Background: an optimization exercise with open tools, aiming at small area and a short achievable clock period. Do not read the settings as production practice. Where RTL was checked, it was by simulation tests only, not by an equivalence proof against the original. The RTL of run 4 was laid out without a check of its function. Power is estimated from default activity; no workload was simulated.

<file path="flow/run.sh">
#!/bin/bash
# synth_recipe.tcl (not shown) runs the flow's synth.tcl, then flattens the netlist and writes it again
# the make line also repeats each setting of config.mk as NAME=value (left out here)
make -C /OpenROAD-flow-scripts/flow DESIGN_CONFIG=/design/flow/config.mk WORK_HOME=/design/flow/orfs CLKGATE_MAP_FILE= SYNTH_SCRIPT=/design/flow/synth_recipe.tcl finish
</file>
<file path="flow/config.mk">
export PLATFORM = sky130hd
export DESIGN_NAME = divmodder
export DESIGN_NICKNAME = divmodder
export VERILOG_FILES = /design/flow/design.v
export SDC_FILE = /design/flow/constraint.sdc
export NUM_CORES = 4
export LEC_CHECK = 0
export CAP_MARGIN = 20
export CORE_MARGIN = 2
export CORE_UTILIZATION = 40
export SLEW_MARGIN = 20
</file>
<file path="flow/constraint.sdc">
create_clock -name core_clock -period 85.0 [get_ports {clock}]
set_input_delay 17.0000 -clock core_clock [delete_from_list [all_inputs] [get_ports {clock}]]
set_output_delay 17.0000 -clock core_clock [all_outputs]
set_load 0.01 [all_outputs]
</file>
<file path="flow/design.v">
module divmodder #(parameter WIDTH = 32, parameter LATENCY = 4) (
  input clock, input reset,
  input [WIDTH-1:0] in1, input [WIDTH-1:0] in2,
  output [WIDTH-1:0] div, output [WIDTH-1:0] mod);
  wire [0:0] t0 = in1[31];
  wire hi0 = |in2[31:1];
  wire [1:0] df0 = {1'b0, t0} - {1'b0, in2[0:0]};
  wire ge0 = ~df0[1] & ~hi0;
  wire [0:0] r1 = ge0 ? df0[0:0] : t0;
  wire [0:0] q1 = ge0;
  wire [1:0] t1 = {r1, in1[30]};
  wire hi1 = |in2[31:2];
  wire [2:0] df1 = {1'b0, t1} - {1'b0, in2[1:0]};
  wire ge1 = ~df1[2] & ~hi1;
  wire [1:0] r2 = ge1 ? df1[1:0] : t1;
  wire [1:0] q2 = {q1, ge1};
  wire [2:0] t2 = {r2, in1[29]};
  wire hi2 = |in2[31:3];
  wire [3:0] df2 = {1'b0, t2} - {1'b0, in2[2:0]};
  wire ge2 = ~df2[3] & ~hi2;
  wire [2:0] r3 = ge2 ? df2[2:0] : t2;
  wire [2:0] q3 = {q2, ge2};
  reg [31:0] s1_d;
  always @(posedge clock) s1_d <= in2;
  reg [28:0] s1_a;
  always @(posedge clock) s1_a <= in1[28:0];
  reg [2:0] s1_r;
  always @(posedge clock) s1_r <= r3;
  reg [2:0] s1_q;
  always @(posedge clock) s1_q <= q3;
  wire [3:0] t3 = {s1_r, s1_a[28]};
  wire hi3 = |s1_d[31:4];
  wire [4:0] df3 = {1'b0, t3} - {1'b0, s1_d[3:0]};
  wire ge3 = ~df3[4] & ~hi3;
  wire [3:0] r4 = ge3 ? df3[3:0] : t3;
  wire [3:0] q4 = {s1_q, ge3};
  wire [4:0] t4 = {r4, s1_a[27]};
  wire hi4 = |s1_d[31:5];
  wire [5:0] df4 = {1'b0, t4} - {1'b0, s1_d[4:0]};
  wire ge4 = ~df4[5] & ~hi4;
  wire [4:0] r5 = ge4 ? df4[4:0] : t4;
  wire [4:0] q5 = {q4, ge4};
  wire [5:0] t5 = {r5, s1_a[26]};
  wire hi5 = |s1_d[31:6];
  wire [6:0] df5 = {1'b0, t5} - {1'b0, s1_d[5:0]};
  wire ge5 = ~df5[6] & ~hi5;
  wire [5:0] r6 = ge5 ? df5[5:0] : t5;
  wire [5:0] q6 = {q5, ge5};
  wire [6:0] t6 = {r6, s1_a[25]};
  wire hi6 = |s1_d[31:7];
  wire [7:0] df6 = {1'b0, t6} - {1'b0, s1_d[6:0]};
  wire ge6 = ~df6[7] & ~hi6;
  wire [6:0] r7 = ge6 ? df6[6:0] : t6;
  wire [6:0] q7 = {q6, ge6};
  wire [7:0] t7 = {r7, s1_a[24]};
  wire hi7 = |s1_d[31:8];
  wire [8:0] df7 = {1'b0, t7} - {1'b0, s1_d[7:0]};
  wire ge7 = ~df7[8] & ~hi7;
  wire [7:0] r8 = ge7 ? df7[7:0] : t7;
  wire [7:0] q8 = {q7, ge7};
  wire [8:0] t8 = {r8, s1_a[23]};
  wire hi8 = |s1_d[31:9];
  wire [9:0] df8 = {1'b0, t8} - {1'b0, s1_d[8:0]};
  wire ge8 = ~df8[9] & ~hi8;
  wire [8:0] r9 = ge8 ? df8[8:0] : t8;
  wire [8:0] q9 = {q8, ge8};
  wire [9:0] t9 = {r9, s1_a[22]};
  wire hi9 = |s1_d[31:10];
  wire [10:0] df9 = {1'b0, t9} - {1'b0, s1_d[9:0]};
  wire ge9 = ~df9[10] & ~hi9;
  wire [9:0] r10 = ge9 ? df9[9:0] : t9;
  wire [9:0] q10 = {q9, ge9};
  wire [10:0] t10 = {r10, s1_a[21]};
  wire hi10 = |s1_d[31:11];
  wire [11:0] df10 = {1'b0, t10} - {1'b0, s1_d[10:0]};
  wire ge10 = ~df10[11] & ~hi10;
  wire [10:0] r11 = ge10 ? df10[10:0] : t10;
  wire [10:0] q11 = {q10, ge10};
  wire [11:0] t11 = {r11, s1_a[20]};
  wire hi11 = |s1_d[31:12];
  wire [12:0] df11 = {1'b0, t11} - {1'b0, s1_d[11:0]};
  wire ge11 = ~df11[12] & ~hi11;
  wire [11:0] r12 = ge11 ? df11[11:0] : t11;
  wire [11:0] q12 = {q11, ge11};
  wire [12:0] t12 = {r12, s1_a[19]};
  wire hi12 = |s1_d[31:13];
  wire [13:0] df12 = {1'b0, t12} - {1'b0, s1_d[12:0]};
  wire ge12 = ~df12[13] & ~hi12;
  wire [12:0] r13 = ge12 ? df12[12:0] : t12;
  wire [12:0] q13 = {q12, ge12};
  wire [13:0] t13 = {r13, s1_a[18]};
  wire hi13 = |s1_d[31:14];
  wire [14:0] df13 = {1'b0, t13} - {1'b0, s1_d[13:0]};
  wire ge13 = ~df13[14] & ~hi13;
  wire [13:0] r14 = ge13 ? df13[13:0] : t13;
  wire [13:0] q14 = {q13, ge13};
  reg [31:0] s2_d;
  always @(posedge clock) s2_d <= s1_d;
  reg [17:0] s2_a;
  always @(posedge clock) s2_a <= s1_a[17:0];
  reg [13:0] s2_r;
  always @(posedge clock) s2_r <= r14;
  reg [13:0] s2_q;
  always @(posedge clock) s2_q <= q14;
  wire [14:0] t14 = {s2_r, s2_a[17]};
  wire hi14 = |s2_d[31:15];
  wire [15:0] df14 = {1'b0, t14} - {1'b0, s2_d[14:0]};
  wire ge14 = ~df14[15] & ~hi14;
  wire [14:0] r15 = ge14 ? df14[14:0] : t14;
  wire [14:0] q15 = {s2_q, ge14};
  wire [15:0] t15 = {r15, s2_a[16]};
  wire hi15 = |s2_d[31:16];
  wire [16:0] df15 = {1'b0, t15} - {1'b0, s2_d[15:0]};
  wire ge15 = ~df15[16] & ~hi15;
  wire [15:0] r16 = ge15 ? df15[15:0] : t15;
  wire [15:0] q16 = {q15, ge15};
  wire [16:0] t16 = {r16, s2_a[15]};
  wire hi16 = |s2_d[31:17];
  wire [17:0] df16 = {1'b0, t16} - {1'b0, s2_d[16:0]};
  wire ge16 = ~df16[17] & ~hi16;
  wire [16:0] r17 = ge16 ? df16[16:0] : t16;
  wire [16:0] q17 = {q16, ge16};
  wire [17:0] t17 = {r17, s2_a[14]};
  wire hi17 = |s2_d[31:18];
  wire [18:0] df17 = {1'b0, t17} - {1'b0, s2_d[17:0]};
  wire ge17 = ~df17[18] & ~hi17;
  wire [17:0] r18 = ge17 ? df17[17:0] : t17;
  wire [17:0] q18 = {q17, ge17};
  wire [18:0] t18 = {r18, s2_a[13]};
  wire hi18 = |s2_d[31:19];
  wire [19:0] df18 = {1'b0, t18} - {1'b0, s2_d[18:0]};
  wire ge18 = ~df18[19] & ~hi18;
  wire [18:0] r19 = ge18 ? df18[18:0] : t18;
  wire [18:0] q19 = {q18, ge18};
  wire [19:0] t19 = {r19, s2_a[12]};
  wire hi19 = |s2_d[31:20];
  wire [20:0] df19 = {1'b0, t19} - {1'b0, s2_d[19:0]};
  wire ge19 = ~df19[20] & ~hi19;
  wire [19:0] r20 = ge19 ? df19[19:0] : t19;
  wire [19:0] q20 = {q19, ge19};
  wire [20:0] t20 = {r20, s2_a[11]};
  wire hi20 = |s2_d[31:21];
  wire [21:0] df20 = {1'b0, t20} - {1'b0, s2_d[20:0]};
  wire ge20 = ~df20[21] & ~hi20;
  wire [20:0] r21 = ge20 ? df20[20:0] : t20;
  wire [20:0] q21 = {q20, ge20};
  wire [21:0] t21 = {r21, s2_a[10]};
  wire hi21 = |s2_d[31:22];
  wire [22:0] df21 = {1'b0, t21} - {1'b0, s2_d[21:0]};
  wire ge21 = ~df21[22] & ~hi21;
  wire [21:0] r22 = ge21 ? df21[21:0] : t21;
  wire [21:0] q22 = {q21, ge21};
  wire [22:0] t22 = {r22, s2_a[9]};
  wire hi22 = |s2_d[31:23];
  wire [23:0] df22 = {1'b0, t22} - {1'b0, s2_d[22:0]};
  wire ge22 = ~df22[23] & ~hi22;
  wire [22:0] r23 = ge22 ? df22[22:0] : t22;
  wire [22:0] q23 = {q22, ge22};
  reg [31:0] s3_d;
  always @(posedge clock) s3_d <= s2_d;
  reg [8:0] s3_a;
  always @(posedge clock) s3_a <= s2_a[8:0];
  reg [22:0] s3_r;
  always @(posedge clock) s3_r <= r23;
  reg [22:0] s3_q;
  always @(posedge clock) s3_q <= q23;
  wire [23:0] t23 = {s3_r, s3_a[8]};
  wire hi23 = |s3_d[31:24];
  wire [24:0] df23 = {1'b0, t23} - {1'b0, s3_d[23:0]};
  wire ge23 = ~df23[24] & ~hi23;
  wire [23:0] r24 = ge23 ? df23[23:0] : t23;
  wire [23:0] q24 = {s3_q, ge23};
  wire [24:0] t24 = {r24, s3_a[7]};
  wire hi24 = |s3_d[31:25];
  wire [25:0] df24 = {1'b0, t24} - {1'b0, s3_d[24:0]};
  wire ge24 = ~df24[25] & ~hi24;
  wire [24:0] r25 = ge24 ? df24[24:0] : t24;
  wire [24:0] q25 = {q24, ge24};
  wire [25:0] t25 = {r25, s3_a[6]};
  wire hi25 = |s3_d[31:26];
  wire [26:0] df25 = {1'b0, t25} - {1'b0, s3_d[25:0]};
  wire ge25 = ~df25[26] & ~hi25;
  wire [25:0] r26 = ge25 ? df25[25:0] : t25;
  wire [25:0] q26 = {q25, ge25};
  wire [26:0] t26 = {r26, s3_a[5]};
  wire hi26 = |s3_d[31:27];
  wire [27:0] df26 = {1'b0, t26} - {1'b0, s3_d[26:0]};
  wire ge26 = ~df26[27] & ~hi26;
  wire [26:0] r27 = ge26 ? df26[26:0] : t26;
  wire [26:0] q27 = {q26, ge26};
  wire [27:0] t27 = {r27, s3_a[4]};
  wire hi27 = |s3_d[31:28];
  wire [28:0] df27 = {1'b0, t27} - {1'b0, s3_d[27:0]};
  wire ge27 = ~df27[28] & ~hi27;
  wire [27:0] r28 = ge27 ? df27[27:0] : t27;
  wire [27:0] q28 = {q27, ge27};
  wire [28:0] t28 = {r28, s3_a[3]};
  wire hi28 = |s3_d[31:29];
  wire [29:0] df28 = {1'b0, t28} - {1'b0, s3_d[28:0]};
  wire ge28 = ~df28[29] & ~hi28;
  wire [28:0] r29 = ge28 ? df28[28:0] : t28;
  wire [28:0] q29 = {q28, ge28};
  wire [29:0] t29 = {r29, s3_a[2]};
  wire hi29 = |s3_d[31:30];
  wire [30:0] df29 = {1'b0, t29} - {1'b0, s3_d[29:0]};
  wire ge29 = ~df29[30] & ~hi29;
  wire [29:0] r30 = ge29 ? df29[29:0] : t29;
  wire [29:0] q30 = {q29, ge29};
  wire [30:0] t30 = {r30, s3_a[1]};
  wire hi30 = |s3_d[31:31];
  wire [31:0] df30 = {1'b0, t30} - {1'b0, s3_d[30:0]};
  wire ge30 = ~df30[31] & ~hi30;
  wire [30:0] r31 = ge30 ? df30[30:0] : t30;
  wire [30:0] q31 = {q30, ge30};
  reg [31:0] s4_d;
  always @(posedge clock) s4_d <= s3_d;
  reg [0:0] s4_a;
  always @(posedge clock) s4_a <= s3_a[0:0];
  reg [30:0] s4_r;
  always @(posedge clock) s4_r <= r31;
  reg [30:0] s4_q;
  always @(posedge clock) s4_q <= q31;
  wire [31:0] t31 = {s4_r, s4_a[0]};
  wire hi31 = 1'b0;
  wire [32:0] df31 = {1'b0, t31} - {1'b0, s4_d[31:0]};
  wire ge31 = ~df31[32] & ~hi31;
  wire [31:0] r32 = ge31 ? df31[31:0] : t31;
  wire [31:0] q32 = {s4_q, ge31};
  assign div = q32;
  assign mod = r32;
endmodule
</file>
==> metrics.md, run 1 <==
| Metric | Value |
|---|---|
| Status | no timing/DRC/antenna violations |
| Min-Delay Path Class | reg2reg |
| I/O Buffers | 128 |
| Synth top cells by count | ha_1 (527), nor2_1 (460), nand2_1 (435), a21oi_1 (424), inv_1 (365) |
| Root Buffer | clkbuf_16 |
| Reg-to-reg endpoint | s4_r[16]$_DFF_P_ |
| Hold Path End | s4_q[16]$_DFF_P_ |
| Syn Inst Count | between 5k and 6k |
| Initial antenna violation count | 2 |
| Post-synth net total | roughly 5.8k |
| Setup Crit Path Kind | reg2reg |
| Hold Fails Final Rpt | 0 |
| Die height | 317 µm |
| Setup Buffers After CTS | 0 |
| Cell area after technology mapping | around 0.04 mm² |
| Hold Startpoint | s3_q[8]$_DFF_P_ |
| DP HPWL | around 100 mm |
| Worst path slowest cell | o41ai_1 |
| Max-Cap Viols | 0 |
| VDD IR max | 0.0205 mV |
| Flop pwr share | 25.4% |
| Worst R2R Setup Slack | 56.95 ns |
| Core area | 0.0970 mm² |
| Worst Max-Slew Pin Slew | 1.10 ns |
| Syn. warnings | 1 |
| Synth area leaders | ha_1 (17%), dfxtp_1 (17%), a21oi_1 (5.4%) |
| Post-DRT Antenna Nets | 0 |
| Post-synthesis cell type count | 96 |
| Residual DRC | 0 |
| # setup viols final | 0 |
| Worst Skew | 0.0532 ns |
| R2R depth | 94 |
| Routed WL per cell | 19.1 µm |
| Worst R2R Start | s3_d[1]$_DFF_P_ |
| Clock share of power | a little over a quarter |
| Avg Inst Size Synth | 7.55 µm² |
| Switch share | 39.4% |
| Via count | 38.3k |
| Critical path launch point type | flop |
| Clock insertion delay at the later pin of the skew report | 0.64 ns |
| Critical path capture point type | flop |
| Area leader, netlist | ha_1 |
| TritonCTS clock tree | done |
| Switch Pwr | 267 µW |
| GRT Total Usage | a little under a quarter |
| Required @ worst endpoint | 85.47 ns |
| Iteration-0 DRC Markers | 2700 |
| RePlAce Congestion | 0.924 |
| Yosys top cell area share | 16.8% |
| Routed vias/inst | slightly below 6 |
| PwrDens | 15.6 mW/mm² |
| CP max FO | 42 |
| Worst hold path stage count | 0 |
| Post-CTS sizing | 0 |
| Hold bufs inserted after CTS | 0 |
| Layout net count | 5926 |
| Area Overhead vs Synth | 10.7% |
| Leak | 0.0193 µW |
| Post-synth EDFFs | 0 |
| Final worst path period need | ~28 ns |
| Final TNS setup | 0 ns |
| Initial Util | 40.5% |
| Slew HR | 26.3% |
| Largest net degree at the start of global routing | 56 |
| Reg clk slew, reported paths | 0.06 ns |
| FP Rows | between 100 and 150 |
| RSZ-0062 raised after global routing | false |
| Count leader, synth | ha_1 |
| CP most frequent cell | buf_4 |
| Share of cells above drive strength 1 | 5.74% |
| Die ar. | 0.101 mm² |
| Clock buffer count from CTS | 40 |
| P_int | 411 µW |
| DRT Pass-1 Iters | 6 |
| Largest stage delay, worst path | 0.90 ns |
| Clk sinks | 327 |
| Vias in the first global route | 35.4k |
| Comb pwr share | 47.9% |
| WL final | 126 mm |
| Worst path arrival time | ~29 ns |
| Fmax achieved | 35.6 MHz |
| Synth Register Bits | between 300 and 400 |
| Tcrit/Tclk final | roughly 33% |
| Clock Tree Buf Depth | 3 |
| Pre-CTS setup slack | about 58 ns |
| Synth async-reset ratio | 0% |
| Sequential area share after synthesis | 16.7% |
| Die width | around 320 µm |
| Setup WS post-layout | 56.95 ns |
| Global-route wire length before repair | about 200 mm |
| Primary FF master, synth | dfxtp_1 |
| Congestion Overflow GR | 0 |
| Io pins | 130 |
| H-tree levels | 2 |
| Slew Limit Fails | 0 |
==> area by class of cell <==
class,instances,area (µm²)
Fill cell,9779,53500
Inverter,370,1390
Timing Repair Buffer,180,1670
Clock inverter,23,314
Tap cell,1276,1600
Multi-Input combinational cell,4383,30900
Clock buffer,49,1070
Sequential cell,327,6550
Antenna cell,1,2.50
==> cell usage in the layout (no fill, tap or decap), drive strengths merged, types with 52 or more instances in the layout <==
master and instances:
a211oi 106, a21o 173, a21oi 424, a31oi 86, and2 54, buf 52, clkdlybuf4s50 128, dfxtp 327
ha 527, inv 374, mux2 83, nand2 435, nand2b 65, nand3 109, nor2 460, nor2b 78
nor3 124, o211ai 56, o21a 135, o21ai 364, o31ai 65, or3 63, xnor2 204, xor2 120
==> critical path, delay by kind of cell (launching register included) <==
family	cells	cell delay (ns)
adders and majority gates	8	2.74
DFF	1	0.46
and+or+nand+nor	19	5.23
AOI/OAI and AO/OA	47	13.43
buffers and inverters	19	5.26
muxes	1	0.61
==> flip-flops by register name, indices dropped and copies added, names as in the netlist <==
signal  flops
s2_a       18
s2_r       14
s1_a       29
s2_d       32
s4_a        1
s3_r       23
s3_q       23
s3_d       32
s4_d       32
s4_r       31
s1_q        3
s1_d       32
s2_q       14
s3_a        9
s4_q       31
s1_r        3
==> routing by layer <==
layer	up-vias	global-route usage, %	wire length, µm
li1	19346	-	-
met1	17858	32.4	58600
met2	953	39.8	57300
met3	174	2.79	6180
met4	0	7.43	3860
met5	-	0	0
==> cell families (layout without fill, tap and decap cells) <==
| logic type | count (synthesis) | count (layout) | share of synthesized area (%) |
|---|---|---|---|
| flops | 327 | 327 | 16.7 |
| fa+ha+maj | 558 | 558 | 18.4 |
| xor+xnor | 324 | 324 | 7.22 |
| compound gates | 1779 | 1779 | 30.1 |
| simple gates | 1590 | 1590 | 19.2 |
| other cells | 0 | 1 | 0 |
| buf+inv | 493 | 622 | 4.79 |
| mux | 132 | 132 | 3.63 |
==> worst max-delay path by stage <==
stage	startpoint	endpoint	slack, ns	depth (start not counted)
6_report	s3_d[1]$_DFF_P_	s4_r[16]$_DFF_P_	56.95	94
5_1_grt	s2_d[30]$_DFF_P_	s3_r[12]$_DFF_P_	54.87	94
4_1_cts	s2_d[30]$_DFF_P_	s3_r[15]$_DFF_P_	57.38	92
3_5_place_dp	s2_d[30]$_DFF_P_	s3_r[15]$_DFF_P_	57.54	94
3_3_place_gp	s2_d[30]$_DFF_P_	s3_r[15]$_DFF_P_	57.60	94
2_1_floorplan	s2_d[1]$_DFF_P_	s3_r[14]$_DFF_P_	61.91	103
==> power by group through the flow <==
stage	Clock (µW)	Combinational [µW]	Sequential [µW]
floorplan	0	238	171
global placement	0	318	176
detailed placement	0	320	176
CTS	187	323	172
global route	194	361	173
finish	181	325	172
==> metrics by stage <==
stage	instances	cell area [µm²]	util [%]	hold WS (ns)	power [µW]
after floorplan	5203	39300	-	0.310	410
after global placement	6536	42100	43.4	0.310	494
after detailed placement	6536	42100	43.4	0.312	496
after CTS	6608	43500	44.8	0.322	683
after global routing	6608	43500	44.8	0.321	728
final	6609	43500	44.8	0.318	678
==> inputs of run 2 (changes only) <==
--- a/flow/config.mk
+++ b/flow/config.mk
@@ -7,5 +7,6 @@
 export LEC_CHECK = 0
 export CAP_MARGIN = 20
 export CORE_MARGIN = 2
-export CORE_UTILIZATION = 40
+export CORE_UTILIZATION = 65
+export PLACE_DENSITY = 0.75
 export SLEW_MARGIN = 20
==> run 2 against run 1 <==
  * Still clean
  * Wire length fell by 6.0%
  * Fmax fell by 3.3%
  * Total power fell by 2.8%
  * Count of clock-buffer cells in the layout fell by 3
  * Setup slack got worse by 0.95 ns
==> metrics.md, run 2 <==
| Metric | Value |
|---|---|
| Status | no timing/DRC/antenna violations (unchanged) |
| Synth top cells by count | ha_1 (527), nor2_1 (460), nand2_1 (435), a21oi_1 (424), inv_1 (365) (unchanged) |
| Routed WL per cell | 19.4 µm (was 19.1 µm) |
| Via count | 39.2k (was 38.3k) |
| Critical path launch point type | flop (unchanged) |
| Pre-CTS setup slack | 56.93 ns (was 57.54 ns) |
| # placed instances | 6034 (was 6536) |
| Worst path arrival time | 29.44 ns (was 28.53 ns) |
| Routed vias/inst | 6.42 (was 5.80) |
| GRT Total Usage | 36.6% (was 24.0%) |
| Initial antenna violation count | 5 (was 2) |
| Root Buffer | clkbuf_16 (unchanged) |
| Die height | 250 µm (was 317 µm) |
| Power Total | 660 µW (was 678 µW) |
| TritonCTS clock tree | done (unchanged) |
| # setup viols final | 0 (unchanged) |
| RePlAce Congestion | 0.988 (was 0.924) |
| CP most frequent cell | inv_1 (was buf_4) |
| Fillers | 5135 (was 9779) |
| Die ar. | 0.0624 mm² (was 0.101 mm²) |
| Reg clk slew, reported paths | 0.06 ns (about the same) |
| Fmax achieved | 34.5 MHz (was 35.6 MHz) |
| Area leader, netlist | ha_1 (unchanged) |
| Synth area leaders | ha_1 (17%), dfxtp_1 (17%), a21oi_1 (5.4%) (unchanged) |
| Cell area after technology mapping | 0.0393 mm² (unchanged) |
| Vias in the first global route | 36.0k (was 35.4k) |
| Congestion Overflow GR | 0 (unchanged) |
| Io pins | 130 (unchanged) |
| Min-Delay Path Class | reg2reg (unchanged) |
| WL final | 118 mm (was 126 mm) |
| Yosys top cell area share | 16.8% (unchanged) |
| Setup WS post-layout | 56.00 ns (was 56.95 ns) |
| Final Non-Filler Cells | 6099 (was 6609) |
| Synth async-reset ratio | 0% (unchanged) |
| Primary FF master, synth | dfxtp_1 (unchanged) |
| Post-synth net total | 5827 (unchanged) |
| Critical path capture point type | flop (unchanged) |
| Worst Max-Slew Pin Slew | 1.12 ns (was 1.10 ns) |
| Slew HR | 25.0% (was 26.3%) |
| Hold_ws | 0.323 ns (was 0.318 ns) |
| Count leader, synth | ha_1 (unchanged) |
| DRT Pass-1 Iters | 6 (unchanged) |
| Clock buffer count from CTS | 36 (was 40) |
| Iteration-0 DRC Markers | 3240 (was 2700) |
| Most frequent cells in the layout | ha_1 (527), nor2_1 (459), nand2_1 (435) (unchanged) |
| Core area | 0.0600 mm² (was 0.0970 mm²) |
| Synth Register Bits | 327 (unchanged) |
| Hold Fails Final Rpt | 0 (unchanged) |
| Residual DRC | 0 (unchanged) |
| Global-route wire length before repair | 187 mm (was 195 mm) |
| Die width | 250 µm (was 317 µm) |
| Max-Cap Viols | 0 (unchanged) |
| H-tree levels | 2 (unchanged) |
| Antenna cells | 0 (was 1) |
| Layout net count | 5914 (was 5926) |
| DP HPWL | 94.2 mm (was 101 mm) |
| FP Rows | 90 (was 114) |
| Setup Buffers After CTS | 0 (unchanged) |
| Avg Inst Size Synth | 7.55 µm² (unchanged) |
| Syn. warnings | 1 (unchanged) |
| I/O Buffers | 128 (unchanged) |
| Hold bufs inserted after CTS | 0 (unchanged) |
| Worst Skew | 0.0379 ns (was 0.0532 ns) |
| Largest net degree at the start of global routing | 63 (was 56) |
| VDD IR max | 0.0165 mV (was 0.0205 mV) |
| Post-DRT Antenna Nets | 0 (unchanged) |
| Initial Util | 65.5% (was 40.5%) |
| Commonest non-fill, non-tap cell in the layout | ha_1 (unchanged) |
| PwrDens | 15.5 mW/mm² (was 15.6 mW/mm²) |
| Clk sinks | 327 (unchanged) |
| Seq. cell area | 0.00655 mm² (unchanged) |
| CP max FO | 31 (was 42) |
| Clock insertion delay at the later pin of the skew report | 0.59 ns (was 0.64 ns) |
| Leak | 0.0192 µW (was 0.0193 µW) |
| Share of cells above drive strength 1 | 5.47% (was 5.74%) |
| RSZ-0062 raised after global routing | false (unchanged) |
| Sequential area share after synthesis | 16.7% (unchanged) |
| Setup Crit Path Kind | reg2reg (unchanged) |
| Area Overhead vs Synth | 8.52% (was 10.7%) |
| Syn Inst Count | 5203 (unchanged) |
| Worst hold path stage count | 0 (unchanged) |
| Post-synth EDFFs | 0 (unchanged) |
| Largest stage delay, worst path | 0.72 ns (was 0.90 ns) |
| Post-CTS sizing | 0 (unchanged) |
| Final worst path period need | 29.00 ns (was 28.05 ns) |
| Area occupied by multi-input gates | 0.0309 mm² (unchanged) |
| Clock Tree Buf Depth | 3 (unchanged) |
| Tcrit/Tclk final | 34.1% (was 33.0%) |
| R2R depth | 99 (was 94) |
| Final TNS setup | 0 ns (unchanged) |
| Post-synthesis cell type count | 96 (unchanged) |
| Worst path slowest cell | inv_1 (was o41ai_1) |
| Required @ worst endpoint | 85.44 ns (was 85.47 ns) |
| Slew Limit Fails | 0 (unchanged) |
==> run 2: cell counts after synthesis <==
Identical to the previous run, type by type.
==> run 2: area by class of cell <==
class                           count  share of cell area (%)
Tap cell                          782                    2.29
Clock buffer                       46                    2.34
Multi-Input combinational cell   4383                    72.4
Clock inverter                     19                   0.537
Timing Repair Buffer              172                    3.78
Inverter                          370                    3.26
Sequential cell                   327                    15.4
==> run 2: kinds of logic (layout without fill, tap and decap cells) <==
family	count (synthesis)	count (layout)	synth area share, %
AO/OA/AOI/OAI	1779	1779	30.1
multiplexers	132	132	3.63
adder cells (fa/ha/maj)	558	558	18.4
buffers and inverters	493	607	4.79
flip-flops	327	327	16.7
XOR/XNOR	324	324	7.22
AND/OR/NAND/NOR	1590	1590	19.2
==> run 2: layer usage <==
metal / wire [µm] / up-vias / track usage (%)
met3: 8000 / 313 / 4.22
met2: 54400 / 1350 / 61.6
met5: 0 / - / 0
met1: 50500 / 18169 / 47.3
li1: - / 19352 / -
met4: 5450 / 0 / 15.5
==> run 2: through the flow <==
stage          instance area (µm²)  util [%]
2_1_floorplan                39300         -
3_3_place_gp                 41400      69.0
3_5_place_dp                 41400      69.0
4_1_cts                      42600      71.0
5_1_grt                      42600      71.0
6_report                     42600      71.0
==> run 2: power breakdown <==
group / leakage, µW / switching, µW / total, µW / internal (µW)
Sequential: 0.00273 / 8.72 / 173 / 164
Clock: 0.000596 / 69.0 / 163 / 93.6
Combinational: 0.0158 / 182 / 324 / 142
Total: 0.0192 / 260 / 660 / 400
==> run 2: path summary, 6_finish.rpt <==
check,end,slack (ns),start
max,s3_r[10]$_DFF_P_,56.00,s2_d[1]$_DFF_P_
min,s4_q[26]$_DFF_P_,0.32,s3_q[18]$_DFF_P_
max reg2reg,s3_r[10]$_DFF_P_,56.00,s2_d[1]$_DFF_P_
min reg2reg,s4_q[26]$_DFF_P_,0.32,s3_q[18]$_DFF_P_
==> run 2: worst max-delay path, delay by kind of cell, from the launching register on <==
kind / cells / cell delay [ns]
AO/OA/AOI/OAI: 51 / 14.13
buffers and inverters: 17 / 5.66
AND/OR/NAND/NOR: 20 / 4.91
adder cells (fa/ha/maj): 9 / 2.89
multiplexers: 2 / 0.85
flip-flops: 1 / 0.30
==> inputs of run 3 (changes only) <==
--- a/flow/config.mk
+++ b/flow/config.mk
@@ -8,5 +8,6 @@
 export CAP_MARGIN = 20
 export CORE_MARGIN = 2
 export CORE_UTILIZATION = 65
+export GPL_TIMING_DRIVEN = 1
 export PLACE_DENSITY = 0.75
 export SLEW_MARGIN = 20
==> run 3 against run 2 <==
  * Worst hold slack stayed put
  * Non-clock buffer count unchanged
  * Cell area did not move
  * Setup slack did not move
  * First-iteration DRC count unchanged
  * Synthesized cell count stayed put
  * Sequential power is essentially flat
  * Highest routed layer unchanged
  * Total power stayed put
  * Die area stayed put
  * Register-to-register slack about the same
  * Combinational power hardly changed
==> metrics.md, run 3 <==
| Metric | Value |
|---|---|
| Area Overhead vs Synth | 8.52% (unchanged) |
| Tcrit/Tclk final | 34.1% (unchanged) |
| H-tree levels | 2 (unchanged) |
| Synth top cells by count | ha_1 (527), nor2_1 (460), nand2_1 (435), a21oi_1 (424), inv_1 (365) (unchanged) |
| Vias in the first global route | 36.0k (unchanged) |
| GRT Total Usage | 36.6% (unchanged) |
| Leak | 0.0192 µW (unchanged) |
| Reg clk slew, reported paths | 0.06 ns (about the same) |
| Slew Limit Fails | 0 (unchanged) |
| Min-Delay Path Class | reg2reg (unchanged) |
| Required @ worst endpoint | 85.44 ns (about the same) |
| Sequential area share after synthesis | 16.7% (unchanged) |
| Critical path capture point type | flop (unchanged) |
| Critical path launch point type | flop (unchanged) |
| DP HPWL | 94.2 mm (unchanged) |
| Clock share of power | 24.7% (about the same) |
| Antenna cells | 0 (unchanged) |
| # setup viols final | 0 (unchanged) |
| Worst path slowest cell | inv_1 (unchanged) |
| PwrDens | 15.5 mW/mm² (unchanged) |
| CP max FO | 31 (unchanged) |
| Met1 WL | 50.5 mm (unchanged) |
| Worst hold path stage count | 0 (unchanged) |
| Final Non-Filler Cells | 6099 (unchanged) |
| Post-synth EDFFs | 0 (unchanged) |
| Via count | 39.2k (unchanged) |
| Metal3 WL | 8.00 mm (unchanged) |
| Flop pwr share | 26.2% (about the same) |
| Die width | 250 µm (unchanged) |
| Reg-to-reg endpoint | s3_r[10]$_DFF_P_ (unchanged) |
| Setup WS post-layout | 56.00 ns (unchanged) |
| CP most frequent cell | inv_1 (unchanged) |
| Fillers | 5135 (unchanged) |
| Share of cells above drive strength 1 | 5.47% (unchanged) |
| Most frequent cells in the layout | ha_1 (527), nor2_1 (459), nand2_1 (435) (unchanged) |
| Slew HR | 25.0% (unchanged) |
| Status | no timing/DRC/antenna violations (unchanged) |
| Power Total | 660 µW (unchanged) |
| Synth Register Bits | 327 (unchanged) |
| Layout net count | 5914 (unchanged) |
| Yosys top cell area share | 16.8% (unchanged) |
| Io pins | 130 (unchanged) |
| I/O Buffers | 128 (unchanged) |
| WL final | 118 mm (unchanged) |
| VDD IR max | 0.0165 mV (unchanged) |
| Worst Skew | 0.0379 ns (unchanged) |
| Hold bufs inserted after CTS | 0 (unchanged) |
| Iteration-0 DRC Markers | 3240 (unchanged) |
| Congestion Overflow GR | 0 (unchanged) |
| Switch share | 39.4% (unchanged) |
| Global-route wire length before repair | 187 mm (unchanged) |
| Clock Tree Buf Depth | 3 (unchanged) |
| Synth area leaders | ha_1 (17%), dfxtp_1 (17%), a21oi_1 (5.4%) (unchanged) |
| CP endpoint | s3_r[10]$_DFF_P_ (unchanged) |
| Cell area after technology mapping | 0.0393 mm² (unchanged) |
| Worst R2R Start | s2_d[1]$_DFF_P_ (unchanged) |
| Hold Fails Final Rpt | 0 (unchanged) |
| Routed WL per cell | 19.4 µm (unchanged) |
| Max Used Layer | met4 (unchanged) |
| RePlAce Congestion | 0.988 (unchanged) |
| Post-CTS sizing | 0 (unchanged) |
| Worst path arrival time | 29.44 ns (about the same) |
| Clk sinks | 327 (unchanged) |
| Initial Util | 65.5% (unchanged) |
| Synth async-reset ratio | 0% (unchanged) |
| Commonest non-fill, non-tap cell in the layout | ha_1 (unchanged) |
| Die ar. | 0.0624 mm² (unchanged) |
| Largest stage delay, worst path | 0.72 ns (about the same) |
| # placed instances | 6034 (unchanged) |
| RSZ-0062 raised after global routing | false (unchanged) |
| Avg Inst Size Synth | 7.55 µm² (unchanged) |
| Syn Inst Count | 5203 (unchanged) |
| Root Buffer | clkbuf_16 (unchanged) |
| Hold_ws | 0.323 ns (unchanged) |
| Core area | 0.0600 mm² (unchanged) |
| Primary FF master, synth | dfxtp_1 (unchanged) |
| Initial antenna violation count | 5 (unchanged) |
| Syn. warnings | 1 (unchanged) |
| Met2 routed WL | 54.4 mm (unchanged) |
| FP Rows | 90 (unchanged) |
| P_int | 400 µW (unchanged) |
| Largest net degree at the start of global routing | 63 (unchanged) |
| Comb pwr share | 49.2% (about the same) |
| Worst Max-Slew Pin Slew | 1.12 ns (unchanged) |
| Post-synthesis cell type count | 96 (unchanged) |
| Area leader, netlist | ha_1 (unchanged) |
| Post-DRT Antenna Nets | 0 (unchanged) |
| Clock buffer count from CTS | 36 (unchanged) |
| Routed vias/inst | 6.42 (unchanged) |
| Switch Pwr | 260 µW (unchanged) |
| Residual DRC | 0 (unchanged) |
| Final TNS setup | 0 ns (unchanged) |
| Setup Crit Path Kind | reg2reg (unchanged) |
| Fmax achieved | 34.5 MHz (unchanged) |
| Post-synth net total | 5827 (unchanged) |
| R2R depth | 99 (unchanged) |
| Clock insertion delay at the later pin of the skew report | 0.59 ns (about the same) |
| Worst R2R Setup Slack | 56.00 ns (about the same) |
| Final worst path period need | 29.00 ns (unchanged) |
| Count leader, synth | ha_1 (unchanged) |
| Crit path launch | s2_d[1]$_DFF_P_ (unchanged) |
| TritonCTS clock tree | done (unchanged) |
| Setup Buffers After CTS | 0 (unchanged) |
| Pre-CTS setup slack | 56.93 ns (unchanged) |
| Die height | 250 µm (unchanged) |
| Max-Cap Viols | 0 (unchanged) |
| DRT Pass-1 Iters | 6 (unchanged) |
[run 3: cell counts after synthesis]
Identical to the previous run, type by type.
[run 3: final cells by class]
class                   instances  area (µm²)  share of cell area [%]
clock buffers                  46        1000                    2.34
clock inverters                19         229                   0.537
inverters                     370        1390                    3.26
multi-input cells            4383       30900                    72.4
flip-flops and latches        327        6550                    15.4
well taps                     782         978                    2.29
repair buffers                172        1610                    3.78
[run 3: cells by family after synthesis]
logic type	after synthesis	share of synthesized area, %
adders and majority gates	558	18.4
DFF	327	16.7
buffers and inverters	493	4.79
muxes	132	3.63
AOI/OAI and AO/OA	1779	30.1
xor gates and xnor gates	324	7.22
and+or+nand+nor	1590	19.2
[run 3: stage by stage]
stage / area (µm²) / util [%]
3_5_place_dp: 41400 / 69.0
2_1_floorplan: 39300 / -
4_1_cts: 42600 / 71.0
3_3_place_gp: 41400 / 69.0
6_report: 42600 / 71.0
5_1_grt: 42600 / 71.0
[run 3: worst min-delay path by stage]
stage	from	to	slack, ns
after global routing	s2_a[7]$_DFF_P_	s3_a[7]$_DFF_P_	0.33
after global placement	s1_a[14]$_DFF_P_	s2_a[14]$_DFF_P_	0.31
after CTS	s3_q[16]$_DFF_P_	s4_q[24]$_DFF_P_	0.32
after detailed placement	s2_a[2]$_DFF_P_	s3_a[2]$_DFF_P_	0.31
after floorplan	s1_a[0]$_DFF_P_	s2_a[0]$_DFF_P_	0.31
final	s3_q[18]$_DFF_P_	s4_q[26]$_DFF_P_	0.32
[run 3: layer usage]
metal | GRT usage, % | up-vias
met1 | 47.3 | 18169
met5 | 0 | -
met3 | 4.22 | 313
met4 | 15.5 | 0
met2 | 61.6 | 1350
li1 | - | 19352
[run 3: power by group through the flow]
stage	logic, µW	registers, µW	clock network (µW)
after floorplan	238	171	0
after global placement	312	176	0
after detailed placement	317	176	0
after CTS	320	172	165
after global routing	358	173	171
final	324	173	163
[run 3: critical path, delay by kind of cell (launching register included)]
| family | cells | cell delay [ns] |
|---|---|---|
| buffers and inverters | 17 | 5.66 |
| adder cells (fa/ha/maj) | 9 | 2.89 |
| flip-flops | 1 | 0.30 |
| AND/OR/NAND/NOR | 20 | 4.91 |
| AO/OA/AOI/OAI | 51 | 14.13 |
| multiplexers | 2 | 0.85 |
==> inputs of run 4 (changes only) <==
==> flow/design.v (replaced) <==
module divmodder
  #( parameter WIDTH = 32,
     parameter LATENCY = 4 
   )
   (
     input clock,
     input reset,
     input [WIDTH-1:0] in1,
     input [WIDTH-1:0] in2,
     output reg [WIDTH-1:0] div,
     output reg [WIDTH-1:0] mod
   );
  integer i;
  reg [WIDTH-1:0] sr1[LATENCY];
  reg [WIDTH-1:0] sr2[LATENCY];
  always @(posedge clock) begin
    begin
      sr1[0] <= in1 % in2;
      sr2[0] <= in1 / in2;
      for(i=1; i<LATENCY; i=i+1) begin
        sr1[i] <= sr1[i-1];
        sr2[i] <= sr2[i-1];
      end
    end
  end
  always @(*) begin
    mod = sr1[LATENCY-1];
    div = sr2[LATENCY-1];
  end
endmodule 
--- a/flow/config.mk
+++ b/flow/config.mk
@@ -7,7 +7,5 @@
 export LEC_CHECK = 0
 export CAP_MARGIN = 20
 export CORE_MARGIN = 2
-export CORE_UTILIZATION = 65
-export GPL_TIMING_DRIVEN = 1
-export PLACE_DENSITY = 0.75
+export CORE_UTILIZATION = 40
 export SLEW_MARGIN = 20
==> run 4 against run 3 <==
  * Still clean
  * Synthesized area down 7.5%
  * Die area is 49% higher
  * Utilization decreased by 7.4 points
  * Final cell count rose by 36%
  * Count of clock-buffer cells in the layout shrank 14
  * Clock skew down 0.025 ns
  * Critical path depth up 233
  * Synthesized cell count fell by 6.1%
  * Largest power group unchanged
==> metrics.md, run 4 <==
| Metric | Value |
|---|---|
| Status | no timing/DRC/antenna violations (unchanged) |
| Syn. warnings | 3 (was 1) |
| Area leader, netlist | ha_1 (unchanged) |
| Syn Inst Count | 4888 (was 5203) |
| Largest net degree at the start of global routing | 31 (was 63) |
| Slew HR | 22.5% (was 25.0%) |
| Worst Skew | 0.0129 ns (was 0.0379 ns) |
| Post-synthesis cell type count | 113 (was 96) |
| Largest stage delay, worst path | 0.71 ns (was 0.72 ns) |
| Synth async-reset ratio | 0% (unchanged) |
| Fmax achieved | 12.1 MHz (was 34.5 MHz) |
| Max-Cap Viols | 0 (unchanged) |
| H-tree levels | 1 (was 2) |
| Worst path slowest cell | or4_2 (was inv_1) |
| Clk sinks | 256 (was 327) |
| Core area | 0.0900 mm² (was 0.0600 mm²) |
| Leak | 0.0286 µW (was 0.0192 µW) |
| Vias in the first global route | 43.8k (was 36.0k) |
| Global-route wire length before repair | 234 mm (was 187 mm) |
| Final core utilization | 63.7% (was 71.0%) |
| # setup viols final | 0 (unchanged) |
| Power Total | 724 µW (was 660 µW) |
| Avg Inst Size Synth | 7.44 µm² (was 7.55 µm²) |
| Top Registers | sr1 x128, sr2 x128 |
| DRT Pass-1 Iters | 6 (unchanged) |
| Hold bufs inserted after CTS | 0 (unchanged) |
| Hold Fails Final Rpt | 0 (unchanged) |
| Reg clk slew, reported paths | 0.07 ns (was 0.06 ns) |
| Hold Startpoint | sr2[1][21]$_DFF_P_ (was s3_q[18]$_DFF_P_) |
| Final Non-Filler Cells | 8313 (was 6099) |
| Most frequent cells in the layout | buf_4 (2195), ha_1 (523), nand2_1 (496) (was ha_1 (527), nor2_1 (459), nand2_1 (435)) |
| Share of cells above drive strength 1 | 37.7% (was 5.47%) |
| Yosys top cell area share | 18.2% (was 16.8%) |
| Primary FF master, synth | dfxtp_1 (unchanged) |
| Initial antenna violation count | 2 (was 5) |
| Die ar. | 0.0933 mm² (was 0.0624 mm²) |
| I/O Buffers | 128 (unchanged) |
| GRT Total Usage | 31.2% (was 36.6%) |
| Sequential area share after synthesis | 14.1% (was 16.7%) |
| DP HPWL | 127 mm (was 94.2 mm) |
| Io pins | 130 (unchanged) |
| Dpl cell area | 0.0550 mm² (was 0.0414 mm²) |
| Synth Register Bits | 256 (was 327) |
| VDD IR max | 0.0123 mV (was 0.0165 mV) |
| Iteration-0 DRC Markers | 2979 (was 3240) |
| Die width | 306 µm (was 250 µm) |
| Clock insertion delay at the later pin of the skew report | 0.55 ns (was 0.59 ns) |
| Residual DRC | 0 (unchanged) |
| CP most frequent cell | buf_4 (was inv_1) |
| PwrDens | 12.6 mW/mm² (was 15.5 mW/mm²) |
| Area Overhead vs Synth | 57.7% (was 8.52%) |
| Crit path launch | in2[19] (was s2_d[1]$_DFF_P_) |
| Metal3 WL | 9.00 mm (was 8.00 mm) |
| CP max FO | 16 (was 31) |
| Initial Util | 40.4% (was 65.5%) |
| WL final | 153 mm (was 118 mm) |
| Max Used Layer | met5 (was met4) |
| Layout net count | 7713 (was 5914) |
| Via count | 45.6k (was 39.2k) |
| Synth area leaders | ha_1 (18%), dfxtp_1 (14%), a21oi_1 (5.3%) (was ha_1 (17%), dfxtp_1 (17%), a21oi_1 (5.4%)) |
| Final TNS setup | 0 ns (unchanged) |
| Tcrit/Tclk final | 97.2% (was 34.1%) |
| FP Rows | 110 (was 90) |
| Routed vias/inst | 5.49 (was 6.42) |
| Post-synth EDFFs | 0 (unchanged) |
| Worst Max-Slew Pin Slew | 1.16 ns (was 1.12 ns) |
| Post-DRT Antenna Nets | 0 (unchanged) |
| Met2 routed WL | 69.2 mm (was 54.4 mm) |
| Commonest non-fill, non-tap cell in the layout | buf_4 (was ha_1) |
| Die height | 306 µm (was 250 µm) |
| Clock buffer count from CTS | 25 (was 36) |
| Routed WL per cell | 18.4 µm (was 19.4 µm) |
| Root Buffer | clkbuf_16 (unchanged) |
| Worst R2R Start | sr2[2][10]$_DFF_P_ (was s2_d[1]$_DFF_P_) |
| Setup Crit Path Kind | in2reg (was reg2reg) |
| Required @ worst endpoint | 85.42 ns (was 85.44 ns) |
| Min-Delay Path Class | reg2reg (unchanged) |
| RePlAce Congestion | 1.03 (was 0.988) |
| Synth top cells by count | ha_1 (529), nand2_1 (504), nor2_1 (418), a21oi_1 (384), o21ai_0 (292) (was ha_1 (527), nor2_1 (460), nand2_1 (435), a21oi_1 (424), inv_1 (365)) |
| Post-synth net total | 5484 (was 5827) |
| TritonCTS clock tree | done (unchanged) |
| Met1 WL | 67.0 mm (was 50.5 mm) |
| Count leader, synth | ha_1 (unchanged) |
| Final instance area | 0.0573 mm² (was 0.0426 mm²) |
| Worst path arrival time | 83.01 ns (was 29.44 ns) |
| Cell area after technology mapping | 0.0364 mm² (was 0.0393 mm²) |
| Slew Limit Fails | 0 (unchanged) |
| Final worst path period need | 82.59 ns (was 29.00 ns) |
| Congestion Overflow GR | 0 (unchanged) |
| Clock Tree Buf Depth | 3 (unchanged) |
| Critical path capture point type | flop (unchanged) |
| # placed instances | 8223 (was 6034) |
| Critical path launch point type | input pin (was flop) |
## run 4: cell count changes after synthesis, sizes merged, moves of 37 or more
| cell | change |
|---|---|
| nor2b | -38 |
| o21ai | -57 |
| a211oi | -48 |
| nor2 | -39 |
| inv | -163 |
| dfxtp | -71 |
| a21oi | -37 |
| nor3 | +58 |
| nand2 | +71 |
## run 4: routing by layer
metal	up-vias	GRT usage (%)
li1	22686	-
met2	1429	53.2
met1	21170	40.4
met3	333	2.84
met4	2	12.8
met5	-	0
## run 4: logic make-up after synthesis
logic type               count (synthesis)  synth area share (%)
AO/OA/AOI/OAI                         1643                  30.5
XOR/XNOR                               351                  8.45
adder cells (fa/ha/maj)                530                  18.3
buffers and inverters                  355                  4.16
flip-flops                             256                  14.1
multiplexers                            92                  2.76
AND/OR/NAND/NOR                       1661                  21.8
## run 4: cell type report
| class | instances | area [µm²] |
|---|---|---|
| Timing Repair Buffer | 2348 | 18200 |
| Clock buffer | 32 | 692 |
| Tap cell | 1176 | 1470 |
| Clock inverter | 13 | 119 |
| Multi-Input combinational cell | 4277 | 31000 |
| Inverter | 209 | 793 |
| Antenna cell | 2 | 5.00 |
| Sequential cell | 256 | 5120 |
| Fill cell | 8100 | 32700 |
## run 4: worst paths after layout
| path | cells past startpoint | to | slack (ns) |
|---|---|---|---|
| max | 332 | sr1[0][26]$_DFF_P_ | 2.41 |
| min | 0 | sr2[2][21]$_DFF_P_ | 0.32 |
| max reg2reg | 0 | sr2[3][10]$_DFF_P_ | 84.44 |
| min reg2reg | 0 | sr2[2][21]$_DFF_P_ | 0.32 |
## run 4: worst max-delay path: cells and delay by family
kind	cells	cell delay, ns
AO/OA/AOI/OAI	138	26.18
XOR/XNOR	3	0.37
adder cells (fa/ha/maj)	31	8.36
buffers and inverters	67	9.90
multiplexers	2	0.67
AND/OR/NAND/NOR	91	20.26
## run 4: what timing repair did
action,CTS,global route
buffers inserted,1,40
setup endpoints to repair,33,34
cloned,0,2
pin swaps,2,87
resized for setup,35,282
## run 4: report_power, final
group	internal, µW	leakage, µW	switching [µW]
logic	245	0.0261	212
clock network	58.8	0.000391	48.1
registers	153	0.00211	7.00
total	457	0.0286	267
## run 4: stage by stage
step | setup slack [ns] | hold slack, ns
3_3_place_gp | -1.16 | 0.310
2_1_floorplan | 0.00625 | 0.310
4_1_cts | 0.0378 | 0.317
3_5_place_dp | -1.58 | 0.312
6_report | 2.41 | 0.317
5_1_grt | -0.683 | 0.323

afterwards: timing with drivers on the ports:
Ports are ideal in the flow. The routed layouts listed here were re-timed in OpenROAD. Step 1 sets driving cells, clkbuf_16 on the clock port and buf_2 on the other inputs (assumed; they add their load-dependent delay and slew). Step 2 also shifts input and output timing later by t, the mid clock arrival at the registers, as if the neighbouring blocks saw the same clock. Slacks: ideal / step 1 / step 2; pairs: ideal / step 1.
run | shift t [ns] | setup slack, ns | worst slew at a driven data input, ns
run 1 | 0.685 | 56.946 / 56.946 / 56.946 | 0.07
run 2 | 0.635 | 55.996 / 55.996 / 55.996 | 0.06
run 3 | 0.635 | 55.996 / 55.996 / 55.996 | 0.06
run 4 | 0.605 | 2.414 / 2.456 / 1.850 | 0.14
After both steps every run listed still meets setup and hold. The setup slack of run 4, which loses most, moves by +0.042 ns with the drivers and by -0.564 ns with both steps.
